Source: an optimization exercise on an open RTL-to-GDS flow (aim: small area). Production flows keep margins and buffers that such runs may drop.
In this exercise RTL edits were held to simulation tests only and were not proved equivalent to the original.
Power and IR drop assume default switching activity.

**flow/design.v**
```verilog
module deshake1_57 #(
    parameter EDGE = 1
) (
    input  clk_50m_57 ,
    input  rst_57     ,
    input  key_in_57  ,
    output key_out_57 ,
    output key_rise_57
);
reg [3:0] cnt_57;
always @(posedge clk_50m_57) begin
    if (!key_in_57)
        cnt_57 <= 4'd0;
    else if (!cnt_57[3])
        cnt_57 <= cnt_57 + 4'd1;
    else
        cnt_57 <= {3'b100, (EDGE != 0) & ~rst_57};
end
assign key_out_57  = cnt_57[3];
assign key_rise_57 = cnt_57[3] & ~cnt_57[0];
endmodule
module clock_top_57 (
    input           clk_50m_57,
    input   [7:0]   sw_57 ,
    input   [7:0]   key_57 ,
    output  [6:0]   seg_57,
    output  [7:0]   dig_57,
    output  [7:0]   led_57,
    output          bell_57
);
wire clk = clk_50m_57;
wire rst;
wire [7:0] kout;
wire [7:0] krise;
deshake1_57 #(.EDGE(1)) u_deshake0 (.clk_50m_57(clk), .rst_57(rst), .key_in_57(key_57[0]), .key_out_57(kout[0]), .key_rise_57(krise[0]));
deshake1_57 #(.EDGE(1)) u_deshake1 (.clk_50m_57(clk), .rst_57(rst), .key_in_57(key_57[1]), .key_out_57(kout[1]), .key_rise_57(krise[1]));
deshake1_57 #(.EDGE(1)) u_deshake2 (.clk_50m_57(clk), .rst_57(rst), .key_in_57(key_57[2]), .key_out_57(kout[2]), .key_rise_57(krise[2]));
deshake1_57 #(.EDGE(0)) u_deshake3 (.clk_50m_57(clk), .rst_57(rst), .key_in_57(key_57[3]), .key_out_57(kout[3]), .key_rise_57(krise[3]));
deshake1_57 #(.EDGE(0)) u_deshake4 (.clk_50m_57(clk), .rst_57(rst), .key_in_57(key_57[4]), .key_out_57(kout[4]), .key_rise_57(krise[4]));
deshake1_57 #(.EDGE(0)) u_deshake5 (.clk_50m_57(clk), .rst_57(rst), .key_in_57(key_57[5]), .key_out_57(kout[5]), .key_rise_57(krise[5]));
deshake1_57 #(.EDGE(1)) u_deshake6 (.clk_50m_57(clk), .rst_57(rst), .key_in_57(key_57[6]), .key_out_57(kout[6]), .key_rise_57(krise[6]));
deshake1_57 #(.EDGE(0)) u_deshake7 (.clk_50m_57(clk), .rst_57(rst), .key_in_57(key_57[7]), .key_out_57(kout[7]), .key_rise_57(krise[7]));
assign rst = kout[7];
reg  [1:0] t4;       
reg  [2:0] t5;       
reg  [2:0] t25;      
reg        c500;     
reg  [4:0] t50;      
reg        c1;       
reg  [2:0] t2500;    
reg  [1:0] t3;       
reg  [2:0] t7;       
reg  [5:0] n47;      
reg  [5:0] n37;      
reg  [4:0] n31;      
reg  [4:0] n23;      
reg        n42;      
reg        n35;      
reg        n28;      
wire p        = t4[0];
wire t5_end   = t5[2];                           
wire t25_end  = t5_end & t25[2];           
wire t50_end  = t25_end & p;                      
wire t50_24   = t50[4] & t50[3];                 
wire t2500_end= t50_end & t50_24 & c500;  
wire t7_end   = t7[2] & t7[1];                   
wire t25_zero = (t5 == 3'd0) & (t25 == 3'd0);
wire clk5k    = t5[0] ^ p;                        
wire tick5k   = (t5 == 3'd0) & p;                 
wire clk1k    = t5[0] ^ t25[0] ^ p;               
wire tick1k   = t25_zero & p;                     
wire tick1    = t25_zero & ~p & ~c500 & (t50 == 5'd0) & c1;   
always @(posedge clk) begin
    if (rst) begin
        t4 <= 0; t5 <= 0; t25 <= 0; c500 <= 0; t50 <= 0; c1 <= 0; t2500 <= 0;
        t3 <= 0; t7 <= 0; n47 <= 0; n37 <= 0; n31 <= 0; n23 <= 0;
        n42 <= 0; n35 <= 0; n28 <= 0;
    end else begin
        t4 <= t4 + 2'd1;
        t5 <= t5_end ? 3'd0 : t5 + 3'd1;
        if (t5_end) t25 <= t25[2] ? 3'd0 : t25 + 3'd1;
        if (t50_end) begin
            c500 <= ~c500;
            t50  <= t50_24 ? 5'd0 : t50 + 5'd1;
        end
        if (t2500_end) begin
            c1    <= ~c1;
            t2500 <= t2500[2] ? 3'd0 : t2500 + 3'd1;
        end
        t3  <= t3[1] ? 2'd0 : t3 + 2'd1;
        t7  <= t7_end ? 3'd0 : t7 + 3'd1;
        n47 <= (n47[5] & n47[3] & n47[2] & n47[1]) ? 6'd0 : n47 + 6'd1;    
        n37 <= (n37[5] & n37[2]) ? 6'd0 : n37 + 6'd1;                      
        n31 <= (n31[4] & n31[3] & n31[2] & n31[1]) ? 5'd0 : n31 + 5'd1;    
        n23 <= (n23[4] & n23[2] & n23[1]) ? 5'd0 : n23 + 5'd1;             
        if (t7_end & p & t3[1])        n42 <= ~n42;
        if (t7_end & t5_end)           n35 <= ~n35;
        if (t7_end & (t4 == 2'd3))     n28 <= ~n28;
    end
end
wire note_do  = n47[0] ^ p;
wire note_re  = n42;
wire note_mi  = n37[0] ^ p;
wire note_fa  = n35;
wire note_so  = n31[0] ^ p;
wire note_la  = n28;
wire note_ti  = clk1k;
wire note_doh = n23[0] ^ p;
reg [2:0] scan;
always @(posedge clk) begin
    if (rst)         scan <= 0;
    else if (tick1k) scan <= scan + 3'd1;
end
wire late  = t50_24 & c500 & clk1k & ~t25_zero;
wire shine = t2500[0] ^ c1 ^ (late & t2500[2]);
reg [5:0] mel;
reg [2:0] num;
always @(posedge clk) begin
    if (rst) begin
        mel <= 0;
        num <= 0;
    end else if (tick1) begin
        mel <= mel + 6'd1;
        if ((mel == 6'd63) & ~(num[2] & num[0])) num <= num + 3'd1;    
    end
end
wire clock_e   = sw_57[0];
wire correct_e = sw_57[1];
wire run_m     = sw_57[2] & ~sw_57[3];
wire rec_m     = sw_57[2] &  sw_57[3];
wire alarm_m   = sw_57[3] & ~sw_57[2];
wire game_e    = sw_57[5];
wire organ_e   = sw_57[6];
wire bell_e    = sw_57[7];
wire time_m    = sw_57[0] | sw_57[1] | sw_57[2] | sw_57[3];
wire week_m    = ~sw_57[1] & ~sw_57[2] & ~sw_57[3] & sw_57[4] & ~sw_57[5] & ~sw_57[6];
function [5:0] step(input [5:0] v, input dn, input h);
    reg [5:0] lim;
    begin
        lim = h ? 6'd23 : 6'd59;
        if (dn) step = (v == 6'd0) ? lim : v - 6'd1;
        else    step = (h ? (v[4] & v[2] & v[1] & v[0]) : (v[5] & v[4] & v[3] & v[1] & v[0])) ? 6'd0 : v + 6'd1;   
    end
endfunction
reg [1:0] fc;        
reg       cprev;
reg [5:0] sec, min;
reg [4:0] hour;
reg [1:0] csel;      
wire cclk  = (fc == 2'd0) ? c1 : (fc == 2'd1) ? c500 : (fc == 2'd2) ? clk5k : 1'b0;
wire ctick = cclk & ~cprev;
always @(posedge clk) begin
    if (rst) begin
        fc    <= 0;
        cprev <= 0;
        csel  <= 0;
    end else begin
        if (krise[6]) fc <= fc + 2'd1;
        cprev <= cclk;
        if (krise[2] & correct_e) csel <= {csel[0], ~csel[1] & ~csel[0]};
    end
end
wire       cdn  = ~clock_e & ~krise[0];
wire [5:0] s_n  = step(sec, cdn, 1'b0);
wire [5:0] m_n  = step(min, cdn, 1'b0);
wire [5:0] h_n  = step({1'b0, hour}, cdn, 1'b1);
wire       ckey = correct_e & ~clock_e & (krise[0] | krise[1]);
wire       crun = clock_e & ctick;
wire       sec59 = sec[5] & sec[4] & sec[3] & sec[1] & sec[0];
wire       min59 = min[5] & min[4] & min[3] & min[1] & min[0];
wire       s_en = crun | (ckey & ~csel[1] & ~csel[0]);
wire       m_en = (crun & sec59) | (ckey & csel[0]);
wire       h_en = (crun & sec59 & min59) | (ckey & csel[1]);
always @(posedge clk) begin
    if (rst) begin
        sec <= 0; min <= 0; hour <= 0;
    end else begin
        if (s_en) sec  <= s_n;
        if (m_en) min  <= m_n;
        if (h_en) hour <= h_n[4:0];
    end
end
reg [5:0] asec, amin;
reg [4:0] ahour;
reg [1:0] asel;
reg       wce;
reg [5:0] ssec, smin;    
reg [4:0] shour;
wire       akey = alarm_m & (krise[0] | krise[1]);
wire [5:0] a_in = asel[1] ? {1'b0, ahour} : asel[0] ? amin : asec;
wire [5:0] a_n  = step(a_in, ~krise[0], asel[1]);
always @(posedge clk) begin
    if (rst) begin
        asec <= 0; amin <= 0; ahour <= 0; asel <= 0; wce <= 0;
    end else begin
        if (akey & ~asel[1] & ~asel[0]) asec  <= a_n;
        if (akey & asel[0]) amin  <= a_n;
        if (akey & asel[1]) ahour <= a_n[4:0];
        if (alarm_m) begin
            wce <= krise[0];
            if (krise[2]) asel <= {asel[0], ~asel[1] & ~asel[0]};
        end
    end
end
always @(posedge clk) begin
    if (rst) begin
        ssec <= 0; smin <= 0; shour <= 0;
    end else if (tick5k & wce) begin
        ssec <= asec; smin <= amin; shour <= ahour;
    end
end
reg       wpa, wps;
reg [2:0] wd;
always @(posedge clk) begin
    if (rst) begin
        wpa <= 0; wps <= 0; wd <= 0;
    end else if (tick1k) begin
        wpa <= kout[0];
        wps <= kout[1];
        if (week_m) begin
            if (kout[0] & ~wpa)      wd <= (wd == 3'd7) ? 3'd1 : wd + 3'd1;
            else if (kout[1] & ~wps) wd <= (wd == 3'd1) ? 3'd7 : wd - 3'd1;
        end
    end
end
reg        run;
reg  [6:0] fs;
reg  [5:0] ss, ms;
reg  [2:0] wa;       
reg  [4:0] ra;       
reg        re;
reg [18:0] m0, m1, m2, m3, m4;
reg [18:0] rd, rec;
wire wr = run_m & krise[1];
wire fs99 = fs[6] & fs[5] & fs[1] & fs[0];    
always @(posedge clk) begin
    if (rst) begin
        run <= 0;
        fs <= 0; ss <= 0; ms <= 0;
    end else begin
        if (krise[0] & run_m) run <= ~run;
        if (tick5k) begin
            if (kout[2]) begin
                fs <= 0; ss <= 0; ms <= 0;
            end else if (run & run_m) begin
                fs <= fs99 ? 7'd0 : fs + 7'd1;
                if (fs99) begin
                    ss <= step(ss, 1'b0, 1'b0);
                    if (ss[5] & ss[4] & ss[3] & ss[1] & ss[0]) ms <= step(ms, 1'b0, 1'b0);
                end
            end
        end
    end
end
always @(posedge clk) begin
    if (rst) begin
        wa <= 3'd1;
        ra <= 5'b00001;
        re <= 0;
    end else begin
        if (wr) wa <= wa[2] ? 3'd0 : wa + 3'd1;
        if (rec_m & krise[0]) ra <= {ra[3:0], ra[4]};
        re <= rec_m & krise[0];
    end
end
wire [18:0] lap  = {ms, ss, fs};
wire [18:0] lapd = lap & {19{~rst}};    
always @(posedge clk) begin
    if (rst | (wr & ~wa[2] & ~wa[1] & ~wa[0])) m0 <= lapd;
    if (rst | (wr & ~wa[1] & wa[0])) m1 <= lapd;
    if (rst | (wr & wa[1] & ~wa[0])) m2 <= lapd;
    if (rst | (wr & wa[1] & wa[0])) m3 <= lapd;
    if (rst | (wr & wa[2]))        m4 <= lapd;
end
wire        rd_keep = ~rst & ~re;
wire [4:0]  rd_sel  = ra & {5{~rst & re}};
wire [18:0] rd_n = ({19{rd_sel[0]}} & m0) | ({19{rd_sel[1]}} & m1) | ({19{rd_sel[2]}} & m2) |
                   ({19{rd_sel[3]}} & m3) | ({19{rd_sel[4]}} & m4) | ({19{rd_keep}} & rd);
always @(posedge clk) begin
    rd <= rd_n;
    if (rst) rec <= 0;
    else if (rec_m) rec <= rd;
end
wire clock_m  = ~sw_57[2] & ~sw_57[3];
wire pos_sec  = (scan == 3'd0) | (scan == 3'd1);
wire pos_min  = (scan == 3'd3) | (scan == 3'd4);
wire pos_hour = (scan == 3'd6) | (scan == 3'd7);
wire pos_dash = (scan == 3'd2) | (scan == 3'd5);
wire pos_tens = (scan == 3'd1) | (scan == 3'd4) | (scan == 3'd7);
wire [6:0] v = ({7{run_m   & pos_sec }} & fs)               | ({7{run_m   & pos_min }} & {1'b0, ss})
             | ({7{run_m   & pos_hour}} & {1'b0, ms})        | ({7{rec_m   & pos_sec }} & rec[6:0])
             | ({7{rec_m   & pos_min }} & {1'b0, rec[12:7]}) | ({7{rec_m   & pos_hour}} & {1'b0, rec[18:13]})
             | ({7{alarm_m & pos_sec }} & {1'b0, asec})      | ({7{alarm_m & pos_min }} & {1'b0, amin})
             | ({7{alarm_m & pos_hour}} & {2'b0, ahour})     | ({7{clock_m & pos_sec }} & {1'b0, sec})
             | ({7{clock_m & pos_min }} & {1'b0, min})       | ({7{clock_m & pos_hour}} & {2'b0, hour});
function [3:0] add3(input [3:0] x);
    add3 = (x >= 4'd5) ? x + 4'd3 : x;
endfunction
wire [3:0] dd1 = add3({1'b0, v[6:4]});
wire [3:0] dd2 = add3({dd1[2:0], v[3]});
wire [3:0] dd3 = add3({dd2[2:0], v[2]});
wire [3:0] dd4 = add3({dd3[2:0], v[1]});
wire [3:0] dd5 = add3({1'b0, dd1[3], dd2[3], dd3[3]});
wire [7:0] bcd = {dd5[2:0], dd4[3], dd4[2:0], v[0]};
wire [3:0] num_d = week_m ? {1'b0, wd} :
                   time_m ? (pos_dash ? 4'd10 : pos_tens ? bcd[7:4] : bcd[3:0]) :
                   4'd15;
assign seg_57 = (num_d == 4'd0) ? 7'b0111111 :
                (num_d == 4'd1) ? 7'b0000110 :
                (num_d == 4'd2) ? 7'b1011011 :
                (num_d == 4'd3) ? 7'b1001111 :
                (num_d == 4'd4) ? 7'b1100110 :
                (num_d == 4'd5) ? 7'b1101101 :
                (num_d == 4'd6) ? 7'b1111101 :
                (num_d == 4'd7) ? 7'b0000111 :
                (num_d == 4'd8) ? 7'b1111111 :
                (num_d == 4'd9) ? 7'b1101111 :
                (num_d == 4'd10) ? 7'b1000000 :
                7'b0000000;
wire       shine_e = correct_e | alarm_m;
wire [1:0] bsel    = alarm_m ? asel : csel;
wire       blink   = shine_e & ~shine & ~pos_dash &
                     (pos_sec ? ~bsel[1] & ~bsel[0] : pos_min ? bsel[0] : bsel[1]);
wire [7:0] scan_oh = 8'd1 << scan;
assign dig_57 = week_m ? 8'b11111110 : ~(scan_oh & {8{~blink}});
reg se;        
reg model;     
always @(posedge clk) begin
    if (rst) begin
        se    <= 0;
        model <= 0;
    end else begin
        se <= 1'b1;
        if ((sec == ssec) & (min == smin) & (hour == shour)) model <= 1'b0;
        else if ((sec == 6'd0) & (min == 6'd0))              model <= 1'b1;
    end
end
reg [2:0] pos2;
always @(posedge clk) begin
    if (rst) pos2 <= 0;
    else if (tick1 & game_e) pos2 <= pos2 + 3'd1;
end
wire       cleared = (num[2] & num[0]) | (num[2] & (mel[5:1] != 5'd0));    
wire       led1_on = (num == 3'd0) & mel[0] & (mel <= 6'd33);
wire       led_oh  = game_e | (se & ~model & ~cleared);
wire       led_pat = ~game_e & se & model & led1_on;
wire [2:0] led_idx = game_e ? pos2 : mel[2:0];
assign led_57 = ({8{led_oh}} & (8'd1 << led_idx)) |
                ({8{led_pat}} & (mel[2] ? 8'b10101010 : 8'b01010101));
reg bm, b3;
reg note_m;
always @(*) begin
    case (mel)
        6'd0, 6'd1, 6'd2, 6'd16, 6'd17, 6'd18: note_m = note_doh;
        6'd3, 6'd19, 6'd48, 6'd49, 6'd50, 6'd51: note_m = note_la;
        6'd4, 6'd5, 6'd6, 6'd20, 6'd21, 6'd22, 6'd52, 6'd53, 6'd54, 6'd56, 6'd57, 6'd58, 6'd59, 6'd60, 6'd61: note_m = note_so;
        6'd7, 6'd23, 6'd12, 6'd13, 6'd14, 6'd15, 6'd27, 6'd35, 6'd44, 6'd45, 6'd46, 6'd55: note_m = note_fa;
        6'd8, 6'd9, 6'd10, 6'd24, 6'd25, 6'd26, 6'd32, 6'd33, 6'd34, 6'd40, 6'd41, 6'd42: note_m = note_re;
        6'd11, 6'd43: note_m = note_mi;
        6'd28, 6'd29, 6'd30, 6'd31, 6'd36, 6'd37, 6'd38, 6'd39: note_m = note_do;
        6'd47: note_m = note_ti;
        default: note_m = 1'b0;
    endcase
end
always @(posedge clk) begin
    if (rst) begin
        bm <= 0;
        b3 <= 0;
    end else begin
        bm <= note_m;
        if      (kout[6]) b3 <= note_re;
        else if (kout[5]) b3 <= note_mi;
        else if (kout[4]) b3 <= note_fa;
        else if (kout[3]) b3 <= note_so;
        else if (kout[2]) b3 <= note_la;
        else if (kout[1]) b3 <= note_ti;
        else if (kout[0]) b3 <= note_doh;
    end
end
assign bell_57 = organ_e ? b3 : bell_e ? bm : 1'b0;
endmodule
```
**flow/flow/run.sh**
```bash
#!/bin/bash
# Own layout flow: the standard ORFS flow (standard.sh) with three changes:
#  - synthesis maps all logic (no separate adder-cell mapping) with an area-oriented
#    ABC script (flow/abc_area.script: &deepsyn AIG optimisation, then repeated
#    area mapping with map -a and mfs2 resubstitution).
#    Flip-flops are mapped before ABC runs, so the registers, their names and cell
#    types are exactly those of the standard synthesis;
#  - port buffers are the smallest buffer (buf_1) instead of clkdlybuf4s50_1;
#    every input and output port still gets its own buffer;
#  - clock tree synthesis options (flow/cts_args.txt): clkbuf_8 buffers, clusters of
#    at most 14 sinks, no dummy loads.
# Each tool's full output goes to the ORFS step logs under orfs/logs/ and the whole
# make output to flow_make.log in the folder the flow runs in.
set -euo pipefail
F="$(cd "$(dirname "${BASH_SOURCE[0]}")" && pwd)"
W="$(pwd)"
{
    printf 'proc abc {args} {\n'
    printf '  set i [lsearch -exact $args -script]\n'
    printf '  if {$i >= 0} { lset args [expr {$i + 1}] {%s} }\n' "$F/abc_area.script"
    printf '  puts "own flow: abc with %s"\n' "$F/abc_area.script"
    printf '  yosys abc {*}$args\n'
    printf '}\n'
    cat "$W/synth_recipe.tcl"
} > "$W/own_synth.tcl"
CTS="$(tr '\n' ' ' < "$F/cts_args.txt")"
bash "$W/standard.sh" \
    SYNTH_SCRIPT="$W/own_synth.tcl" \
    ADDER_MAP_FILE= \
    BUFFER_PORTS_ARGS="-buffer_cell sky130_fd_sc_hd__buf_1" \
    CTS_ARGS="$CTS" \
    finish > "$W/flow_make.log" 2>&1
```
**flow/flow/abc_area.script**
```
strash
&get -n
&deepsyn -T 60
&put
dch -f
map -a
mfs2 -a
strash
dch -f
map -a
mfs2 -a
strash
dch -f
map -a
mfs2 -a
strash
dch -f
map -a
mfs2 -a
strash
dch -f
map -a
topo
```
**flow/flow/cts_args.txt**
```
-sink_clustering_enable -repair_clock_nets -buf_list sky130_fd_sc_hd__clkbuf_8 -sink_clustering_size 14 -sink_clustering_max_diameter 120 -dont_use_dummy_load
```
**flow/standard.sh**
```bash
#!/bin/bash
# synth_recipe.tcl (not shown) runs the flow's synth.tcl, then flattens the netlist and writes it again
# the make line also repeats each setting of config.mk as NAME=value (left out here)
make -C /OpenROAD-flow-scripts/flow DESIGN_CONFIG=/design/flow/config.mk WORK_HOME=/design/flow/orfs CLKGATE_MAP_FILE= SYNTH_SCRIPT=/design/flow/synth_recipe.tcl "${@:-finish}"
```
**flow/config.mk**
```make
export PLATFORM = sky130hd
export DESIGN_NAME = clock_top_57
export DESIGN_NICKNAME = clock_top_57
export VERILOG_FILES = /design/flow/design.v
export SDC_FILE = /design/flow/constraint.sdc
export NUM_CORES = 4
export LEC_CHECK = 0
export CAP_MARGIN = 20
export CORE_MARGIN = 2
export CORE_UTILIZATION = 60
export SLEW_MARGIN = 20
```
**flow/constraint.sdc**
```tcl
create_clock -name core_clock -period 20.0 [get_ports {clk_50m_57}]
set_input_delay 4.0000 -clock core_clock [delete_from_list [all_inputs] [get_ports {clk_50m_57}]]
set_output_delay 4.0000 -clock core_clock [all_outputs]
set_load 0.01 [all_outputs]
```
==> implementation parameters, run 1 <==
Parameter                              Value

Pwr
  PnR Total Power    1.36 mW
  Leakage power summed over all cells    4.87 nW
  Proportion of total power due to net switching    0.315
  Int Pwr    0.932 mW
  Switch Pwr    0.429 mW
  Highest ir drop seen on vdd    98.1 µV
  Sequential share of power    0.548
  Clock share of power    0.234
  Part of the total power dissipated in combinational logic    0.219
  Power per cell area    94.1 nW/µm²

Global route
  Total routing usage reported by global routing    0.283
  Initial antenna violation count    2
  Via count of the first global-routing pass    10,485
  Overflow left after global routing    0
  First-pass GRT wire length    54.1 mm
  Largest net degree at the start of global routing    47

Logic synthesis
  Post-Synth XOR/XNOR Area    0.00776
  Sequential-to-total area share from yosys stat    0.550
  Simple-gate area share of the yosys netlist    0.163
  Largest family of logic cells by synthesized area    compound AO/OA/AOI/OAI gates
  Netlist cell types    36
  Adder and majority gate portion of the synthesized area    0
  Net count after synthesis    1,599
  Count of state elements after synthesis    325
  Share of the synthesized area in compound gates (AO/OA/AOI/OAI)    0.207
  Number of standard cells after synthesis    1,582
  Mux contribution to synthesized area    0
  Number of warning messages in the yosys log    3
  Async set or reset register ratio after synthesis    0
  EDFF count, synth    95
  Netlist area before placement    13,500 µm²
  Syn_area_per_cell    8.56 µm²
  Most frequently used flop master after synthesis    sky130_fd_sc_hd__dfxtp_1

STA
  Final Hold Viols    0
  Worst clock skew on the final layout    0.0446 ns
  Number of endpoints failing setup at the final stage    0
  Highest clock rate    76.0 MHz
  Sum of negative setup slack    0 ns
  Final critical path time including I/O delays and setup    13.15 ns
  Share of the clock period used by the worst path after layout    0.657
  RSZ-0062 raised after global routing    no
  Slew @ Worst Pin    1.00 ns
  Final-report max-slew violation count    0
  Worst relative slew slack    0.329

Final layout
  Growth of design area from synthesis to finish    6.75%
  Area used by multi-input combinational logic    5120 µm²
  Antenna Diode Count    0
  Layout Nets    1,673
  Filler Cells Inserted    1,895
  Proportion of layout cells with a drive suffix above 1    0.0387
  Register Area    7460 µm²
  Post-layout util    0.657

Critical path
  Stage delay of the slowest cell on the critical path    0.74 ns
  R2R Setup Slk    16.50 ns
  CP Max Fanout    23
  Worst path required time    16.00 ns
  Stages on worst setup path    24
  Bufs and invs on worst path    6
  Cell with the biggest individual delay on the critical path    sky130_fd_sc_hd__clkinv_1
  Endpoint of the worst register-to-register path    ms[3]
  Worst Reg2Reg Path Length in Cells    13
  Gate family responsible for the most delay along the worst path    compound AO/OA/AOI/OAI gates
  Capturing element type of the critical path    primary output
  Critical Path Start Type    input pin
  Arrival time of data at the critical path endpoint    9.15 ns
  Critical path, cell by cell    buf_1 > clkinv_1 > nor2_1 > clkinv_1 > o221ai_1 > o311ai_0 > nor2_1 > clkinv_1 > nand2_1 > o21ai_0 > nor2_1 > a31oi_1 > a31oi_1 > nand2_1 > a31oi_1 > a311oi_1 > a21oi_1 > nor2_1 > nor2_1 > clkinv_1 > nor3b_1 > a21oi_1 > o21ai_0 > buf_1
  Worst reg2reg startpoint    t4[0]
  Classification of the worst setup path    in2out
  Most numerous cell on the critical path    sky130_fd_sc_hd__nor2_1

Status
  Result of the run  timing/DRC/antenna clean

Routing
  # DRC    0
  Average routed wire per standard cell    17.5 µm
  Vias/cell    5.93
  Drt total wl    33.9 mm
  Routed via count    11,465
  First drt pass iteration count    6
  Starting DRC count in detailed routing    1,030
  Number of routed nets with antenna violations    0

Clock tree
  Latest clock arrival within the worst-skew pair    0.57 ns
  Post-CTS clock slew at the launch and capture registers of the worst setup and hold paths    0.08 ns
  Setup Buffers After CTS    0
  Clock net sink count    325
  Maximum clock path buffer count    3
  Count of H-tree levels built during CTS    1
  Inserted Clock Buffers    27
  Number of buffers inserted by hold repair at cts    0
  Buffer type at the clock tree root    sky130_fd_sc_hd__clkbuf_8
  Clock tree from TritonCTS    done
  Gates resized, CTS repair    0

Min path
  Hold EP    u_deshake4.cnt_57[0]
  Cell count of the worst hold path    1
  Hold wc startpoint    u_deshake4.cnt_57[0]
  Class of the most critical hold timing path    reg2reg

Placed design
  Final estimated routing congestion in global placement    0.952
  Number of I/O port buffers    40
  Hpwl dp    24.5 mm

Floorplan
  Top-level I/O count    41
  Initial cell density of the core    0.615
  Full die area    23,800 µm²
  Number of rows created at floorplan    54
  Die width    154 µm
  Core footprint    22,000 µm²
  Die Span Y    154 µm

Job
  # Max-Cap Violations    0
-- stage by stage --
stage	worst slack [ns]	hold slack (ns)	instances	cell area, µm²
2_1_floorplan	8.34	0.389	1582	13500
3_3_place_gp	7.19	0.396	1907	14100
3_5_place_dp	6.98	0.411	1907	14100
4_1_cts	6.99	0.424	1934	14500
5_1_grt	6.21	0.437	1934	14500
6_report	6.85	0.419	1934	14500
-- cells by family (layout without fill, tap and decap cells) --
family | after synthesis | count (layout)
xor gates and xnor gates | 12 | 12
DFF | 325 | 325
and+or+nand+nor | 525 | 525
AOI/OAI and AO/OA | 461 | 461
buffers and inverters | 259 | 331
-- registers in the layout, indices dropped and copies added (netlist names), 6 cells and up --
signal,count
smin,6
m3,19
n47,6
ms,6
m4,19
n37,6
min,6
ss,6
amin,6
rec,19
m0,19
fs,7
rd,19
ssec,6
sec,6
asec,6
m2,19
m1,19
mel,6
-- cell usage after synthesis (6+ instances only) --
master,count,area [µm²]
sky130_fd_sc_hd__clkinv_1,259,972
sky130_fd_sc_hd__dfxtp_1,230,4600
sky130_fd_sc_hd__nor2_1,217,815
sky130_fd_sc_hd__nand2_1,161,604
sky130_fd_sc_hd__o21ai_0,141,706
sky130_fd_sc_hd__a21oi_1,116,581
sky130_fd_sc_hd__edfxtp_1,95,2850
sky130_fd_sc_hd__nor3_1,66,330
sky130_fd_sc_hd__o22ai_1,60,375
sky130_fd_sc_hd__a22oi_1,49,368
sky130_fd_sc_hd__nand3_1,49,245
sky130_fd_sc_hd__a31o_2,19,166
sky130_fd_sc_hd__a221oi_1,13,114
sky130_fd_sc_hd__nand4_1,11,68.8
sky130_fd_sc_hd__o21a_1,11,82.6
sky130_fd_sc_hd__xor2_1,10,87.6
sky130_fd_sc_hd__a31oi_1,9,56.3
sky130_fd_sc_hd__o211ai_1,9,67.6
sky130_fd_sc_hd__o221ai_1,8,70.1
sky130_fd_sc_hd__nor3b_1,6,45.0
sky130_fd_sc_hd__nor4_1,6,37.5
-- worst register-to-register path, cell delays in order, from the launching register on --
cell and delay, ns:
sky130_fd_sc_hd__dfxtp_1 0.64, sky130_fd_sc_hd__clkinv_1 0.30, sky130_fd_sc_hd__nor3_1 0.28, sky130_fd_sc_hd__nand2_1 0.11, sky130_fd_sc_hd__nor2_1 0.26, sky130_fd_sc_hd__clkinv_1 0.18
sky130_fd_sc_hd__nor3_1 0.23, sky130_fd_sc_hd__clkinv_1 0.13, sky130_fd_sc_hd__nor2_1 0.14, sky130_fd_sc_hd__nand2_1 0.10, sky130_fd_sc_hd__nor2_1 0.18, sky130_fd_sc_hd__nand3_1 0.15
sky130_fd_sc_hd__o41ai_1 0.58, sky130_fd_sc_hd__nor3_1 0.11
-- final cells by class --
type	count	area share
timing repair buffer	45	0.0130
multi-input combinational	998	0.354
sequential	325	0.516
clock buffer	27	0.0257
inverter	259	0.0672
tap	280	0.0242
-- worst max-delay path by stage --
stage	to	start	slack, ns
3_3_place_gp	seg_57[5]	sw_57[2]	7.19
2_1_floorplan	seg_57[5]	sw_57[2]	8.34
3_5_place_dp	seg_57[5]	sw_57[3]	6.98
4_1_cts	seg_57[5]	sw_57[3]	6.99
5_1_grt	seg_57[5]	sw_57[3]	6.21
6_report	seg_57[5]	sw_57[2]	6.85
-- placed cells by master (no fill, tap or decap), drive strengths merged, types with 2 or more instances in the layout --
master / n
o22ai: 60
nor3: 66
o31ai: 4
o21a: 11
o211ai: 9
nand2: 161
a311oi: 2
edfxtp: 95
nor2: 217
xnor2: 2
a21boi: 2
clkbuf: 27
buf: 45
a221oi: 13
a211oi: 5
o21ai: 141
o221ai: 8
a22oi: 49
nand4: 11
dfxtp: 230
and2: 5
nor3b: 6
o311ai: 4
or2: 3
a21oi: 116
a41oi: 2
a31o: 19
nand3: 49
xor2: 10
o2111ai: 3
clkinv: 258
a31oi: 9
nor4: 6
-- power by group through the flow --
stage	clock, mW	combinational (mW)	sequential (mW)
after floorplan	0	0.214	0.751
after global placement	0	0.288	0.759
after detailed placement	0	0.295	0.760
after CTS	0.327	0.295	0.745
after global routing	0.351	0.339	0.750
final	0.318	0.298	0.745
-- layer usage --
layer | wire, µm | track usage
met2 | 15400 | 0.465
met1 | 15000 | 0.390
met4 | 1070 | 0.0882
met3 | 2460 | 0.0437
met5 | 23 | 0
==> run 2: changes to the inputs <==
--- a/flow/config.mk
+++ b/flow/config.mk
@@ -7,5 +7,5 @@
 export LEC_CHECK = 0
 export CAP_MARGIN = 20
 export CORE_MARGIN = 2
-export CORE_UTILIZATION = 60
+export CORE_UTILIZATION = 40
 export SLEW_MARGIN = 20
==> run 2 against run 1 <==
Register-to-register slack lost 0.06 ns. Combinational power grew 1%. Critical path depth grew 2. Global-route usage shrank 8.3 points. Core utilization shrank 22 points. Non-clock buffer count is the same. Synthesized area is the same. Clock power is essentially flat. Highest routed layer is now met4.
==> implementation parameters, run 2 <==
Parameter                              Value

Logic synthesis
  Netlist area before placement    13,500 µm²
  Count of state elements after synthesis    325
  Largest area contributor in the synthesized netlist    sky130_fd_sc_hd__dfxtp_1
  Share of the synthesized area in compound gates (AO/OA/AOI/OAI)    0.207
  Syn_area_per_cell    8.56 µm²
  EDFF count, synth    95
  Simple-gate area share of the yosys netlist    0.163
  Sequential-to-total area share from yosys stat    0.550
  Leading cell types by total area after synthesis    sky130_fd_sc_hd__dfxtp_1 34%, sky130_fd_sc_hd__edfxtp_1 21%, sky130_fd_sc_hd__clkinv_1 7.2%, sky130_fd_sc_hd__nor2_1 6.0%, sky130_fd_sc_hd__o21ai_0 5.2%
  Number of standard cells after synthesis    1,582
  Mux contribution to synthesized area    0
  Net count after synthesis    1,599
  Number of warning messages in the yosys log    3
  Post-Synth XOR/XNOR Area    0.00776
  Netlist cell types    36
  Most frequently used flop master after synthesis    sky130_fd_sc_hd__dfxtp_1
  Adder and majority gate portion of the synthesized area    0
  Largest family of logic cells by synthesized area    compound AO/OA/AOI/OAI gates
  Share of the synthesized area in the top cell type    0.340
  List of most frequent post-synthesis cells    259 x sky130_fd_sc_hd__clkinv_1, 230 x sky130_fd_sc_hd__dfxtp_1, 217 x sky130_fd_sc_hd__nor2_1, 161 x sky130_fd_sc_hd__nand2_1, 141 x sky130_fd_sc_hd__o21ai_0
  Async set or reset register ratio after synthesis    0
  Most numerous cell in the Yosys netlist    sky130_fd_sc_hd__clkinv_1

STA
  Slew @ Worst Pin    1.02 ns
  Final critical path time including I/O delays and setup    13.20 ns
  Highest clock rate    75.7 MHz
  RSZ-0062 raised after global routing    no
  Sum of negative setup slack    0 ns
  Worst hold margin    0.418 ns
  Number of endpoints failing setup at the final stage    0
  Share of the clock period used by the worst path after layout    0.660
  Worst relative slew slack    0.316
  Worst clock skew on the final layout    0.0542 ns
  Final-report max-slew violation count    0
  Final Hold Viols    0

Global route
  First-pass GRT wire length    56.6 mm
  Total routing usage reported by global routing    0.200
  Initial antenna violation count    0
  Via count of the first global-routing pass    10,439
  Largest net degree at the start of global routing    60
  Overflow left after global routing    0

Status
  Result of the run  timing/DRC/antenna clean

Pwr
  Sequential share of power    0.544
  Clock share of power    0.234
  Power per cell area    93.0 nW/µm²
  Leakage power summed over all cells    4.88 nW
  Int Pwr    0.932 mW
  Highest ir drop seen on vdd    134 µV
  Switch Pwr    0.434 mW
  Proportion of total power due to net switching    0.318
  Part of the total power dissipated in combinational logic    0.221

Routing
  Average routed wire per standard cell    16.9 µm
  Drt total wl    35.6 mm
  Vias/cell    5.36
  First drt pass iteration count    5
  Routed via count    11,264
  Number of routed nets with antenna violations    0
  Starting DRC count in detailed routing    858
  # DRC    0

Floorplan
  Full die area    35,400 µm²
  Core footprint    33,400 µm²
  Number of rows created at floorplan    67
  Top-level I/O count    41
  Initial cell density of the core    0.405
  Die Span Y    188 µm
  Die width    188 µm

Placed design
  Number of I/O port buffers    40
  Final estimated routing congestion in global placement    0.916
  Hpwl dp    25.4 mm

Critical path
  Worst reg2reg startpoint    t4[0]
  Critical Path Start Type    input pin
  Worst path required time    16.00 ns
  Endpoint of the worst register-to-register path    ms[3]
  Arrival time of data at the critical path endpoint    9.20 ns
  R2R Setup Slk    16.44 ns
  Most numerous cell on the critical path    sky130_fd_sc_hd__nor2_1
  Worst Reg2Reg Path Length in Cells    13
  Capturing element type of the critical path    primary output
  Critical Path Sink    seg_57[5]
  Stage delay of the slowest cell on the critical path    0.62 ns
  CP Max Fanout    15
  Cell with the biggest individual delay on the critical path    sky130_fd_sc_hd__clkinv_1
  Classification of the worst setup path    in2out
  Beginning of the critical path    sw_57[3]

Final layout
  Filler Cells Inserted    3,333
  Most common cell after layout, fill and taps aside    sky130_fd_sc_hd__clkinv_1
  Growth of design area from synthesis to finish    8.38%
  Proportion of layout cells with a drive suffix above 1    0.0393
  Antenna Diode Count    0
  Layout Nets    1,673
  Most frequent cells in the layout    258 x sky130_fd_sc_hd__clkinv_1, 229 x sky130_fd_sc_hd__dfxtp_1, 217 x sky130_fd_sc_hd__nor2_1

Clock tree
  Gates resized, CTS repair    0
  Clock net sink count    325
  Buffer type at the clock tree root    sky130_fd_sc_hd__clkbuf_8
  Maximum clock path buffer count    3
  Count of H-tree levels built during CTS    1
  Clock tree from TritonCTS    done
  Latest clock arrival within the worst-skew pair    0.60 ns
  Inserted Clock Buffers    27
  Number of buffers inserted by hold repair at cts    0
  Post-CTS clock slew at the launch and capture registers of the worst setup and hold paths    0.09 ns
  Setup Buffers After CTS    0

Min path
  Class of the most critical hold timing path    reg2reg

Job
  # Max-Cap Violations    0
-- run 2: area by class of cell --
| type | instances | area, µm² | share of cell area |
|---|---|---|---|
| clock buffers | 27 | 372 | 0.0253 |
| well taps | 448 | 561 | 0.0382 |
| multi-input cells | 998 | 5130 | 0.350 |
| flip-flops and latches | 325 | 7460 | 0.508 |
| inverters | 259 | 972 | 0.0662 |
| repair buffers | 45 | 188 | 0.0128 |
-- run 2: how the worst min path moves through the flow --
stage	startpoint	endpoint	slack [ns]	cells after the start
final	u_deshake4.cnt_57[0]	u_deshake4.cnt_57[0]	0.42	1
after floorplan	t3[0]	t3[0]	0.39	1
after detailed placement	t3[0]	t3[0]	0.41	1
after global placement	t3[0]	t3[0]	0.40	1
after CTS	t3[0]	t3[0]	0.42	1
after global routing	u_deshake4.cnt_57[0]	u_deshake4.cnt_57[0]	0.44	1
-- run 2: metal layers --
metal	wire length, µm	GRT usage	part of all wire	vias up
met5	0	0	0	-
met4	1060	0.0591	0.030	0
met3	1910	0.0288	0.054	66
met2	16300	0.332	0.46	307
met1	16300	0.271	0.46	5211
li1	-	-	-	5680
-- run 2: stage by stage --
stage / total power, mW / cell area, µm² / setup WS, ns / instances / utilization
2_1_floorplan: 0.965 / 13500 / 8.34 / 1582 / -
3_3_place_gp: 1.05 / 14300 / 7.20 / 2075 / 0.428
3_5_place_dp: 1.06 / 14300 / 6.99 / 2075 / 0.428
4_1_cts: 1.38 / 14700 / 6.97 / 2102 / 0.439
5_1_grt: 1.45 / 14700 / 6.24 / 2102 / 0.439
6_report: 1.37 / 14700 / 6.80 / 2102 / 0.439
-- run 2: logic make-up after synthesis --
logic type / count (synthesis)
AND/OR/NAND/NOR: 525
flip-flops: 325
AO/OA/AOI/OAI: 461
buffers and inverters: 259
XOR/XNOR: 12
-- run 2: critical path, delay by kind of cell --
family / cells / cell delay, ns
buffers and inverters: 6 / 1.29
and+or+nand+nor: 9 / 1.85
AOI/OAI and AO/OA: 11 / 2.05
-- run 2: power groups by stage --
stage          clock network, mW  logic [mW]  registers, mW
3_3_place_gp                   0       0.293          0.758
3_5_place_dp                   0       0.299          0.758
4_1_cts                    0.333       0.300          0.743
2_1_floorplan                  0       0.214          0.751
6_report                   0.320       0.302          0.743
5_1_grt                    0.357       0.342          0.749
==> run 3: changes to the inputs <==
==> flow/flow/cts_args.txt (replaced) <==
-sink_clustering_enable -repair_clock_nets -buf_list sky130_fd_sc_hd__clkbuf_8 -sink_clustering_size 16 -sink_clustering_max_diameter 100 -dont_use_dummy_load
==> run 3 against run 2 <==
Still clean. Non-clock buffer count is the same. Sequential share of layout area is 0.14 points higher. Worst setup slack lost 0.0025 ns. Total power is 0.90% lower. First-iteration DRC count fell by 0.70%. Combinational power about the same. Maximum frequency barely moved. Core utilization shrank 0.12 points. Sequential power is essentially flat. Routed wire length is 0.48% higher.
==> implementation parameters, run 3 <==
Parameter                              Value

Status
  Result of the run  timing/DRC/antenna clean

Floorplan
  Die width    188 µm
  Top-level I/O count    41
  Full die area    35,400 µm²
  Die Span Y    188 µm
  Core footprint    33,400 µm²
  Number of rows created at floorplan    67
  Initial cell density of the core    0.405

STA
  RSZ-0062 raised after global routing    no
  Share of the clock period used by the worst path after layout    0.660
  Final Hold Viols    0
  Sum of negative setup slack    0 ns
  Worst relative slew slack    0.305
  Final-report max-slew violation count    0
  Number of endpoints failing setup at the final stage    0
  Worst clock skew on the final layout    0.0343 ns
  Slew @ Worst Pin    1.04 ns
  Final critical path time including I/O delays and setup    13.21 ns
  Worst hold margin    0.421 ns
  Highest clock rate    75.7 MHz

Routing
  Number of routed nets with antenna violations    0
  First drt pass iteration count    5
  # DRC    0
  Routed via count    11,334
  Drt total wl    35.8 mm
  Starting DRC count in detailed routing    852
  Average routed wire per standard cell    17.1 µm
  Vias/cell    5.40

Clock tree
  Post-CTS clock slew at the launch and capture registers of the worst setup and hold paths    0.09 ns
  Gates resized, CTS repair    0
  Setup Buffers After CTS    0
  Count of H-tree levels built during CTS    1
  Clock tree from TritonCTS    done
  Maximum clock path buffer count    3
  Inserted Clock Buffers    24
  Number of buffers inserted by hold repair at cts    0
  Buffer type at the clock tree root    sky130_fd_sc_hd__clkbuf_8
  Clock net sink count    325
  Latest clock arrival within the worst-skew pair    0.59 ns

Placed design
  Cells after DPL    2,075
  Number of I/O port buffers    40
  Final estimated routing congestion in global placement    0.916
  Hpwl dp    25.4 mm

Pwr
  Clock share of power    0.227
  Switch Pwr    0.434 mW
  Highest ir drop seen on vdd    133 µV
  Sequential share of power    0.550
  Power per cell area    92.4 nW/µm²
  Proportion of total power due to net switching    0.321
  Int Pwr    0.920 mW
  Leakage power summed over all cells    4.85 nW
  Part of the total power dissipated in combinational logic    0.223

Critical path
  Critical Path Start Type    input pin
  Arrival time of data at the critical path endpoint    9.21 ns
  CP Max Fanout    15
  Classification of the worst setup path    in2out
  Capturing element type of the critical path    primary output
  Worst path required time    16.00 ns

Logic synthesis
  Post-Synth XOR/XNOR Area    0.00776
  List of most frequent post-synthesis cells    259 x sky130_fd_sc_hd__clkinv_1, 230 x sky130_fd_sc_hd__dfxtp_1, 217 x sky130_fd_sc_hd__nor2_1, 161 x sky130_fd_sc_hd__nand2_1, 141 x sky130_fd_sc_hd__o21ai_0
  Largest family of logic cells by synthesized area    compound AO/OA/AOI/OAI gates
  EDFF count, synth    95
  Count of state elements after synthesis    325
  Sequential-to-total area share from yosys stat    0.550
  Most frequently used flop master after synthesis    sky130_fd_sc_hd__dfxtp_1
  Share of the synthesized area in the top cell type    0.340
  Number of warning messages in the yosys log    3
  Async set or reset register ratio after synthesis    0
  Largest area contributor in the synthesized netlist    sky130_fd_sc_hd__dfxtp_1
  Most numerous cell in the Yosys netlist    sky130_fd_sc_hd__clkinv_1
  Simple-gate area share of the yosys netlist    0.163
  Netlist area before placement    13,500 µm²
  Leading cell types by total area after synthesis    sky130_fd_sc_hd__dfxtp_1 34%, sky130_fd_sc_hd__edfxtp_1 21%, sky130_fd_sc_hd__clkinv_1 7.2%, sky130_fd_sc_hd__nor2_1 6.0%, sky130_fd_sc_hd__o21ai_0 5.2%
  Number of standard cells after synthesis    1,582
  Netlist cell types    36
  Adder and majority gate portion of the synthesized area    0
  Share of the synthesized area in compound gates (AO/OA/AOI/OAI)    0.207
  Net count after synthesis    1,599
  Syn_area_per_cell    8.56 µm²
  Mux contribution to synthesized area    0

Job
  # Max-Cap Violations    0

Final layout
  Post-layout util    0.438
  Non-filler instance count after layout    2,099
  Most common cell after layout, fill and taps aside    sky130_fd_sc_hd__clkinv_1
  Growth of design area from synthesis to finish    8.07%
  Most frequent cells in the layout    258 x sky130_fd_sc_hd__clkinv_1, 229 x sky130_fd_sc_hd__dfxtp_1, 217 x sky130_fd_sc_hd__nor2_1
  Layout Nets    1,670
  Proportion of layout cells with a drive suffix above 1    0.0376
  Antenna Diode Count    0

Global route
  Initial antenna violation count    0
  Largest net degree at the start of global routing    60
  First-pass GRT wire length    56.6 mm
  Via count of the first global-routing pass    10,442
  Total routing usage reported by global routing    0.200
  Overflow left after global routing    0

Min path
  Class of the most critical hold timing path    reg2reg
[run 3: cell types whose count changed in the layout (fill, tap and decap cells not counted), sizes merged]
cell	previous run	this run
clkbuf	27	24
[run 3: cell families after synthesis]
logic type | count (synthesis)
AND/OR/NAND/NOR | 525
AO/OA/AOI/OAI | 461
flip-flops | 325
buffers and inverters | 259
XOR/XNOR | 12
[run 3: path summary, 6_finish.rpt]
check	start	endpoint	slack (ns)	cells past startpoint
hold / removal	u_deshake4.cnt_57[0]	u_deshake4.cnt_57[0]	0.42	1
setup reg to reg	t4[0]	ms[3]	16.41	13
hold reg to reg	u_deshake4.cnt_57[0]	u_deshake4.cnt_57[0]	0.42	1
setup / recovery	sw_57[3]	seg_57[5]	6.79	26
[run 3: stage by stage]
stage / power, mW / instance area [µm²] / setup slack (ns)
after CTS: 1.36 / 14600 / 6.97
after global routing: 1.43 / 14600 / 6.24
after floorplan: 0.965 / 13500 / 8.34
after detailed placement: 1.06 / 14300 / 6.99
after global placement: 1.05 / 14300 / 7.20
final: 1.35 / 14600 / 6.79
[run 3: per-layer routing]
metal	GRT usage	share of wire	wire, µm	vias to the layer above
met1	0.273	0.46	16400	5275
met3	0.0324	0.058	2070	60
met2	0.329	0.46	16400	328
met4	0.0569	0.027	952	0
met5	0	0	0	-
li1	-	-	-	5671
[run 3: power by group through the flow]
stage	combinational (mW)	clock, mW	sequential, mW
global placement	0.293	0	0.758
finish	0.302	0.307	0.744
global route	0.342	0.343	0.749
CTS	0.300	0.319	0.743
floorplan	0.214	0	0.751
detailed placement	0.299	0	0.758
[run 3: worst max-delay path, cell delays in order]
cell and delay (ns):
sky130_fd_sc_hd__buf_1 0.12, sky130_fd_sc_hd__clkinv_1 0.09, sky130_fd_sc_hd__nor2_1 0.57, sky130_fd_sc_hd__clkinv_1 0.63
sky130_fd_sc_hd__o22ai_1 0.34, sky130_fd_sc_hd__a21oi_1 0.07, sky130_fd_sc_hd__nand2_1 0.09, sky130_fd_sc_hd__o311ai_0 0.29
sky130_fd_sc_hd__nor2_1 0.24, sky130_fd_sc_hd__clkinv_1 0.16, sky130_fd_sc_hd__nand2_1 0.11, sky130_fd_sc_hd__o21ai_0 0.14
sky130_fd_sc_hd__nor2_1 0.17, sky130_fd_sc_hd__a31oi_1 0.07, sky130_fd_sc_hd__a31oi_1 0.25, sky130_fd_sc_hd__nand2_1 0.12
sky130_fd_sc_hd__a31oi_1 0.18, sky130_fd_sc_hd__a311oi_1 0.14, sky130_fd_sc_hd__a21oi_1 0.34, sky130_fd_sc_hd__nor2_1 0.09
sky130_fd_sc_hd__nor2_1 0.18, sky130_fd_sc_hd__clkinv_1 0.11, sky130_fd_sc_hd__nor3b_1 0.26, sky130_fd_sc_hd__a21oi_1 0.10
sky130_fd_sc_hd__o21ai_0 0.13, sky130_fd_sc_hd__buf_1 0.18
[run 3: layout make-up]
type,count,area (µm²)
sequential,325,7460
clock buffer,24,330
multi-input combinational,998,5130
tap,448,561
timing repair buffer,45,188
inverter,259,972
fill,3337,18800
==> run 4: changes to the inputs <==
--- a/flow/flow/run.sh
+++ b/flow/flow/run.sh
@@ -8,7 +8,7 @@
 #  - port buffers are the smallest buffer (buf_1) instead of clkdlybuf4s50_1;
 #    every input and output port still gets its own buffer;
 #  - clock tree synthesis options (flow/cts_args.txt): clkbuf_8 buffers, clusters of
-#    at most 14 sinks, no dummy loads.
+#    at most 16 sinks within 100 um, no dummy loads.
 # Each tool's full output goes to the ORFS step logs under orfs/logs/ and the whole
 # make output to flow_make.log in the folder the flow runs in.
 set -euo pipefail
==> run 4 against run 3 <==
Largest cell class unchanged. Core utilization unchanged. Critical endpoint unchanged. Worst setup slack unchanged. Routed wire length unchanged. Still clean on timing, DRC and antenna.
==> implementation parameters, run 4 <==
Parameter                              Value

Logic synthesis
  Most numerous cell in the Yosys netlist    sky130_fd_sc_hd__clkinv_1
  Netlist area before placement    13,500 µm²
  Largest family of logic cells by synthesized area    compound AO/OA/AOI/OAI gates
  Sequential-to-total area share from yosys stat    0.550
  List of most frequent post-synthesis cells    259 x sky130_fd_sc_hd__clkinv_1, 230 x sky130_fd_sc_hd__dfxtp_1, 217 x sky130_fd_sc_hd__nor2_1, 161 x sky130_fd_sc_hd__nand2_1, 141 x sky130_fd_sc_hd__o21ai_0
  Number of standard cells after synthesis    1,582
  Simple-gate area share of the yosys netlist    0.163
  Most frequently used flop master after synthesis    sky130_fd_sc_hd__dfxtp_1
  Count of state elements after synthesis    325
  Syn_area_per_cell    8.56 µm²
  Net count after synthesis    1,599
  Largest area contributor in the synthesized netlist    sky130_fd_sc_hd__dfxtp_1
  Post-Synth XOR/XNOR Area    0.00776
  Share of the synthesized area in compound gates (AO/OA/AOI/OAI)    0.207
  Number of warning messages in the yosys log    3
  Leading cell types by total area after synthesis    sky130_fd_sc_hd__dfxtp_1 34%, sky130_fd_sc_hd__edfxtp_1 21%, sky130_fd_sc_hd__clkinv_1 7.2%, sky130_fd_sc_hd__nor2_1 6.0%, sky130_fd_sc_hd__o21ai_0 5.2%
  Netlist cell types    36
  Mux contribution to synthesized area    0
  EDFF count, synth    95
  Share of the synthesized area in the top cell type    0.340
  Adder and majority gate portion of the synthesized area    0
  Async set or reset register ratio after synthesis    0

Clock tree
  Maximum clock path buffer count    3
  Post-CTS clock slew at the launch and capture registers of the worst setup and hold paths    0.09 ns
  Clock net sink count    325
  Gates resized, CTS repair    0
  Count of H-tree levels built during CTS    1
  Number of buffers inserted by hold repair at cts    0
  Inserted Clock Buffers    24
  Latest clock arrival within the worst-skew pair    0.59 ns
  Clock tree from TritonCTS    done
  Setup Buffers After CTS    0
  Buffer type at the clock tree root    sky130_fd_sc_hd__clkbuf_8

STA
  Worst relative slew slack    0.305
  Sum of negative setup slack    0 ns
  Final critical path time including I/O delays and setup    13.21 ns
  Final Hold Viols    0
  RSZ-0062 raised after global routing    no
  Worst hold margin    0.421 ns
  Slew @ Worst Pin    1.04 ns
  Number of endpoints failing setup at the final stage    0
  Highest clock rate    75.7 MHz
  Final-report max-slew violation count    0
  Worst clock skew on the final layout    0.0343 ns
  Final setup slack of the worst path    6.79 ns
  Share of the clock period used by the worst path after layout    0.660

Global route
  Busiest layer in global routing    met2
  Met3 layer usage reported by global route    0.0324
  Overflow left after global routing    0
  Largest net degree at the start of global routing    60
  Initial antenna violation count    0
  GR Layer Usage met2    0.329
  First-pass GRT wire length    56.6 mm
  Total routing usage reported by global routing    0.200
  Met1 track demand over resource    0.273
  Via count of the first global-routing pass    10,442

Critical path
  Arrival time of data at the critical path endpoint    9.21 ns
  Gate family responsible for the most delay along the worst path    compound AO/OA/AOI/OAI gates
  Capturing element type of the critical path    primary output
  Most numerous cell on the critical path    sky130_fd_sc_hd__nor2_1
  Stages on worst setup path    26
  Classification of the worst setup path    in2out
  Worst Reg2Reg Path Length in Cells    13
  Critical Path Start Type    input pin
  CP Max Fanout    15
  Bufs and invs on worst path    6
  Worst path required time    16.00 ns
  Cell with the biggest individual delay on the critical path    sky130_fd_sc_hd__clkinv_1
  Stage delay of the slowest cell on the critical path    0.63 ns

Routing
  Average routed wire per standard cell    17.1 µm
  First drt pass iteration count    5
  Number of routed nets with antenna violations    0
  Starting DRC count in detailed routing    852
  Routed via count    11,334
  Drt total wl    35.8 mm
  Vias/cell    5.40
  # DRC    0

Pwr
  Power per cell area    92.4 nW/µm²
  Leakage power summed over all cells    4.85 nW
  Proportion of total power due to net switching    0.321
  PnR Total Power    1.35 mW
  Sequential share of power    0.550
  Part of the total power dissipated in combinational logic    0.223
  Clock share of power    0.227
  Int Pwr    0.920 mW
  Highest ir drop seen on vdd    133 µV
  Switch Pwr    0.434 mW

Placed design
  Instance area after placement    14,300 µm²
  Placement Setup Slack    6.99 ns
  Hpwl dp    25.4 mm
  Number of I/O port buffers    40
  Final estimated routing congestion in global placement    0.916

Final layout
  Layout Nets    1,670
  Final design instance area without fill    14,600 µm²
  Filler Cells Inserted    3,337
  Growth of design area from synthesis to finish    8.07%
  Proportion of layout cells with a drive suffix above 1    0.0376
  Most frequent cells in the layout    258 x sky130_fd_sc_hd__clkinv_1, 229 x sky130_fd_sc_hd__dfxtp_1, 217 x sky130_fd_sc_hd__nor2_1
  Most common cell after layout, fill and taps aside    sky130_fd_sc_hd__clkinv_1
  Antenna Diode Count    0

Floorplan
  Die Span Y    188 µm
  Full die area    35,400 µm²
  Initial cell density of the core    0.405
  Top-level I/O count    41
  Die width    188 µm
  Number of rows created at floorplan    67
  Core footprint    33,400 µm²

Status
  Result of the run  timing/DRC/antenna clean

Min path
  Class of the most critical hold timing path    reg2reg
  Cell count of the worst hold path    1

Job
  # Max-Cap Violations    0
run 4: kinds of logic after synthesis:
group	Yosys count
xor gates and xnor gates	12
buffers and inverters	259
AOI/OAI and AO/OA	461
and+or+nand+nor	525
DFF	325
run 4: power groups by stage:
stage / Sequential [mW] / Clock [mW] / Combinational (mW)
floorplan: 0.751 / 0 / 0.214
global placement: 0.758 / 0 / 0.293
detailed placement: 0.758 / 0 / 0.299
CTS: 0.743 / 0.319 / 0.300
global route: 0.749 / 0.343 / 0.342
finish: 0.744 / 0.307 / 0.302
run 4: area by class of cell:
class	instances	area (µm²)	area share
tap	448	561	0.0383
timing repair buffer	45	188	0.0128
sequential	325	7460	0.509
multi-input combinational	998	5130	0.351
inverter	259	972	0.0664
clock buffer	24	330	0.0226
run 4: final timing paths:
check                        from                    to  slack, ns
max                      sw_57[3]             seg_57[5]       6.79
min          u_deshake4.cnt_57[0]  u_deshake4.cnt_57[0]       0.42
max reg2reg                 t4[0]                 ms[3]      16.41
min reg2reg  u_deshake4.cnt_57[0]  u_deshake4.cnt_57[0]       0.42
run 4: worst reg2reg max path, stage by stage (launching register included):
cell and delay, ns:
sky130_fd_sc_hd__dfxtp_1 0.64, sky130_fd_sc_hd__clkinv_1 0.32, sky130_fd_sc_hd__nor3_1 0.29, sky130_fd_sc_hd__nand2_1 0.10, sky130_fd_sc_hd__nor2_1 0.24, sky130_fd_sc_hd__clkinv_1 0.16
sky130_fd_sc_hd__nor3_1 0.23, sky130_fd_sc_hd__clkinv_1 0.13, sky130_fd_sc_hd__nor2_1 0.13, sky130_fd_sc_hd__nand2_1 0.11, sky130_fd_sc_hd__nor2_1 0.26, sky130_fd_sc_hd__nand3_1 0.19
sky130_fd_sc_hd__o41ai_1 0.58, sky130_fd_sc_hd__nor3_1 0.10
run 4: routing by layer:
metal  vias up  wire length [µm]
met5         -                 0
met4         0               952
met3        60              2070
met2       328             16400
met1      5275             16400
li1       5671                 -
run 4: stage by stage:
stage                     utilization  std cells
after floorplan                     -       1582
after global placement          0.428       2075
after detailed placement        0.428       2075
after CTS                       0.438       2099
after global routing            0.438       2099
final                           0.438       2099
==> run 5: changes to the inputs <==
--- a/flow/flow/run.sh
+++ b/flow/flow/run.sh
@@ -1,7 +1,7 @@
 #!/bin/bash
 # Own layout flow: the standard ORFS flow (standard.sh) with three changes:
 #  - synthesis maps all logic (no separate adder-cell mapping) with an area-oriented
-#    ABC script (flow/abc_area.script: &deepsyn AIG optimisation, then repeated
+#    ABC script (flow/abc_area.script: three rounds of &deepsyn AIG optimisation, then repeated
 #    area mapping with map -a and mfs2 resubstitution).
 #    Flip-flops are mapped before ABC runs, so the registers, their names and cell
 #    types are exactly those of the standard synthesis;
--- a/flow/flow/abc_area.script
+++ b/flow/flow/abc_area.script
@@ -1,6 +1,6 @@
 strash
 &get -n
-&deepsyn -T 60
+&deepsyn -I 3 -T 150
 &put
 dch -f
 map -a
==> run 5 against run 4 <==
Clock skew is 0.015 ns higher. Highest routed layer unchanged. Worst setup slack worse by 0.33 ns. Critical path type unchanged. Via count shrank 0.97%. Flip-flop and latch count stayed put. Cell count fell by 0.86%. Maximum frequency is 2.4% lower. Combinational power shrank 18%. First-iteration DRC count rose by 33%. Still clean. Core utilization grew 0.67 points. Sequential share of layout area up 0.37 points. Synthesized area down 1.3%.
==> implementation parameters, run 5 <==
Parameter                              Value

Placed design
  Cells after DPL    2,056
  Number of I/O port buffers    40
  Final estimated routing congestion in global placement    0.879
  Hpwl dp    25.0 mm

Final layout
  Non-filler instance count after layout    2,081
  Area used by multi-input combinational logic    4990 µm²
  Register Area    7460 µm²
  Growth of design area from synthesis to finish    8.66%
  Most frequent cells in the layout    254 x sky130_fd_sc_hd__clkinv_1, 229 x sky130_fd_sc_hd__dfxtp_1, 218 x sky130_fd_sc_hd__nor2_1
  Layout Nets    1,657
  Proportion of layout cells with a drive suffix above 1    0.0287
  Filler Cells Inserted    3,297
  Most common cell after layout, fill and taps aside    sky130_fd_sc_hd__clkinv_1

Floorplan
  Die width    187 µm
  Top-level I/O count    41
  Core footprint    32,700 µm²
  Initial cell density of the core    0.409
  Number of rows created at floorplan    66
  Die Span Y    187 µm
  Full die area    34,900 µm²

Logic synthesis
  Netlist area before placement    13,400 µm²
  Number of standard cells after synthesis    1,561
  Async set or reset register ratio after synthesis    0
  Syn_area_per_cell    8.57 µm²
  Count of state elements after synthesis    325
  Most numerous cell in the Yosys netlist    sky130_fd_sc_hd__clkinv_1
  Leading cell types by total area after synthesis    sky130_fd_sc_hd__dfxtp_1 34%, sky130_fd_sc_hd__edfxtp_1 21%, sky130_fd_sc_hd__clkinv_1 7.2%, sky130_fd_sc_hd__nor2_1 6.1%, sky130_fd_sc_hd__nand2_1 5.2%
  Net count after synthesis    1,578
  Largest area contributor in the synthesized netlist    sky130_fd_sc_hd__dfxtp_1
  Share of the synthesized area in the top cell type    0.344
  Sequential-to-total area share from yosys stat    0.557
  Netlist cell types    36
  Number of warning messages in the yosys log    3
  Most frequently used flop master after synthesis    sky130_fd_sc_hd__dfxtp_1
  List of most frequent post-synthesis cells    255 x sky130_fd_sc_hd__clkinv_1, 230 x sky130_fd_sc_hd__dfxtp_1, 218 x sky130_fd_sc_hd__nor2_1, 186 x sky130_fd_sc_hd__nand2_1, 116 x sky130_fd_sc_hd__o21ai_0
  EDFF count, synth    95

Critical path
  Cell with the biggest individual delay on the critical path    sky130_fd_sc_hd__clkinv_1
  Critical path, cell by cell    buf_1 > clkinv_1 > nor2_1 > clkinv_1 > o221ai_1 > o311ai_0 > nor2_1 > a21oi_1 > a211o_2 > xnor2_1 > nand4_1 > or2_2 > nand2_1 > o2111ai_1 > o21ai_0 > clkinv_1 > nand2_1 > nand2_1 > o21ai_0 > nand2_1 > xnor2_1 > clkinv_1 > buf_1
  CP Max Fanout    26
  Arrival time of data at the critical path endpoint    9.53 ns
  Bufs and invs on worst path    6
  Worst path required time    16.00 ns
  Capturing element type of the critical path    primary output
  Stage delay of the slowest cell on the critical path    0.82 ns
  Critical Path Start Type    input pin
  Classification of the worst setup path    in2out
  Gate family responsible for the most delay along the worst path    compound AO/OA/AOI/OAI gates

Global route
  Overflow left after global routing    0
  Via count of the first global-routing pass    10,301
  Total routing usage reported by global routing    0.197
  Initial antenna violation count    1
  First-pass GRT wire length    55.7 mm
  Largest net degree at the start of global routing    76

Status
  Result of the run  timing/DRC/antenna clean

Routing
  Routed via count    11,224
  Number of routed nets with antenna violations    0
  Drt total wl    35.1 mm
  Vias/cell    5.39
  Starting DRC count in detailed routing    1,134
  First drt pass iteration count    5
  Average routed wire per standard cell    16.9 µm
  # DRC    0
  Met3 wire len    1.88 mm
  Metal2 WL    15.7 mm
  Top layer in use    met4
  Wl on met1    16.9 mm

STA
  Number of endpoints failing setup at the final stage    0
  Worst clock skew on the final layout    0.0495 ns
  Share of the clock period used by the worst path after layout    0.677
  RSZ-0062 raised after global routing    no
  Highest clock rate    73.9 MHz
  Final critical path time including I/O delays and setup    13.53 ns
  Sum of negative setup slack    0 ns
  Final-report max-slew violation count    0
  Final Hold Viols    0
  Slew @ Worst Pin    1.30 ns
  Worst relative slew slack    0.123

Clock tree
  Clock tree from TritonCTS    done
  Number of buffers inserted by hold repair at cts    0
  Post-CTS clock slew at the launch and capture registers of the worst setup and hold paths    0.10 ns
  Clock net sink count    325
  Latest clock arrival within the worst-skew pair    0.59 ns
  Buffer type at the clock tree root    sky130_fd_sc_hd__clkbuf_8
  Count of H-tree levels built during CTS    1
  Maximum clock path buffer count    3
  Gates resized, CTS repair    0
  Inserted Clock Buffers    24
  Setup Buffers After CTS    0

Pwr
  Highest ir drop seen on vdd    139 µV
  Power per cell area    88.4 nW/µm²
  Leakage power summed over all cells    5.00 nW

Min path
  Class of the most critical hold timing path    reg2reg

Job
  # Max-Cap Violations    0
## run 5: cell types whose count changed in the layout (fill, tap and decap cells not counted), moves of 4 or more
cell	delta
sky130_fd_sc_hd__a31o_2	-19
sky130_fd_sc_hd__nand3_1	+8
sky130_fd_sc_hd__o22ai_1	-4
sky130_fd_sc_hd__a21oi_1	-6
sky130_fd_sc_hd__nand2_1	+25
sky130_fd_sc_hd__o21ai_0	-27
sky130_fd_sc_hd__buf_4	+8
sky130_fd_sc_hd__o2111ai_1	+15
sky130_fd_sc_hd__and2_2	-5
sky130_fd_sc_hd__a22oi_1	-5
sky130_fd_sc_hd__clkinv_1	-4
## run 5: area by class of cell
type,instances,area share
antenna,1,0.000172
tap,442,0.0380
timing repair buffer,53,0.0170
multi-input combinational,981,0.343
inverter,255,0.0659
sequential,325,0.513
clock buffer,24,0.0227
## run 5: kinds of logic (layout without fill, tap and decap cells)
group / count (synthesis) / after routing / share of synthesized area
buffers and inverters: 255 / 332 / 0.0716
XOR/XNOR: 14 / 14 / 0.00917
flip-flops: 325 / 325 / 0.557
other: 0 / 1 / 0
AND/OR/NAND/NOR: 552 / 552 / 0.172
AO/OA/AOI/OAI: 415 / 415 / 0.190
## run 5: worst paths after layout
kind / endpoint / cells after the start / slack [ns] / from
setup / recovery: seg_57[3] / 23 / 6.47 / sw_57[2]
hold / removal: t3[0] / 1 / 0.42 / t3[0]
setup reg to reg: sec[5] / 16 / 16.15 / t4[0]
hold reg to reg: t3[0] / 1 / 0.42 / t3[0]
## run 5: where the power goes
part / switching, mW / total (mW) / internal, mW
sequential: 0.0211 / 0.726 / 0.705
clock: 0.201 / 0.309 / 0.108
combinational: 0.171 / 0.249 / 0.0789
## run 5: worst register-to-register path: cells and delay by family, from the launching register on
kind	cells	cell delay [ns]
xor+xnor	1	0.31
simple gates	4	0.77
buf+inv	2	0.33
compound gates	9	1.71
flops	1	0.67
## run 5: per-stage QoR
step	utilization	hold slack [ns]	setup slack (ns)	total power, mW	instance area, µm²
after floorplan	-	0.389	7.88	0.909	13400
after global placement	0.434	0.399	6.87	0.984	14200
after detailed placement	0.434	0.406	6.71	0.986	14200
after CTS	0.444	0.421	6.69	1.29	14500
after global routing	0.444	0.434	6.01	1.35	14500
final	0.444	0.420	6.47	1.28	14500
## run 5: metal layers
metal / up-vias / GRT usage
met5: - / 0
met3: 51 / 0.0235
met4: 0 / 0.0467
li1: 5597 / -
met2: 298 / 0.313
met1: 5278 / 0.286

==> re-timing with driven ports <==
The flow's constraints put no driver on any port. The routed layouts listed below were extracted and timed again, unchanged, in two steps.
Step 1, drivers: a clkbuf_16 drives clk_50m_57 and a buf_2 each remaining input, both assumed.
Step 2 also shifts input and output timing later by t, the mid clock arrival at the registers, as if the neighbouring blocks saw the same clock.
Slacks: no drivers / after step 1 / after step 2; pairs: no drivers / after step 1.
| run | t, ns | setup slack, ns | pins driven straight from the clock port |
|---|---|---|---|
| run 1 | 0.600 | 6.850 / 6.774 / 6.774 | 1 |
| run 2 | 0.602 | 6.797 / 6.741 / 6.741 | 1 |
| run 3 | 0.615 | 6.795 / 6.740 / 6.740 | 1 |
| run 4 | 0.615 | 6.795 / 6.740 / 6.740 | 1 |
| run 5 | 0.613 | 6.467 / 6.380 / 6.380 | 1 |
After both steps setup and hold are still met in every run listed. The setup slack of run 5, which loses most, moves by -0.087 ns with the drivers and by -0.087 ns with both steps.
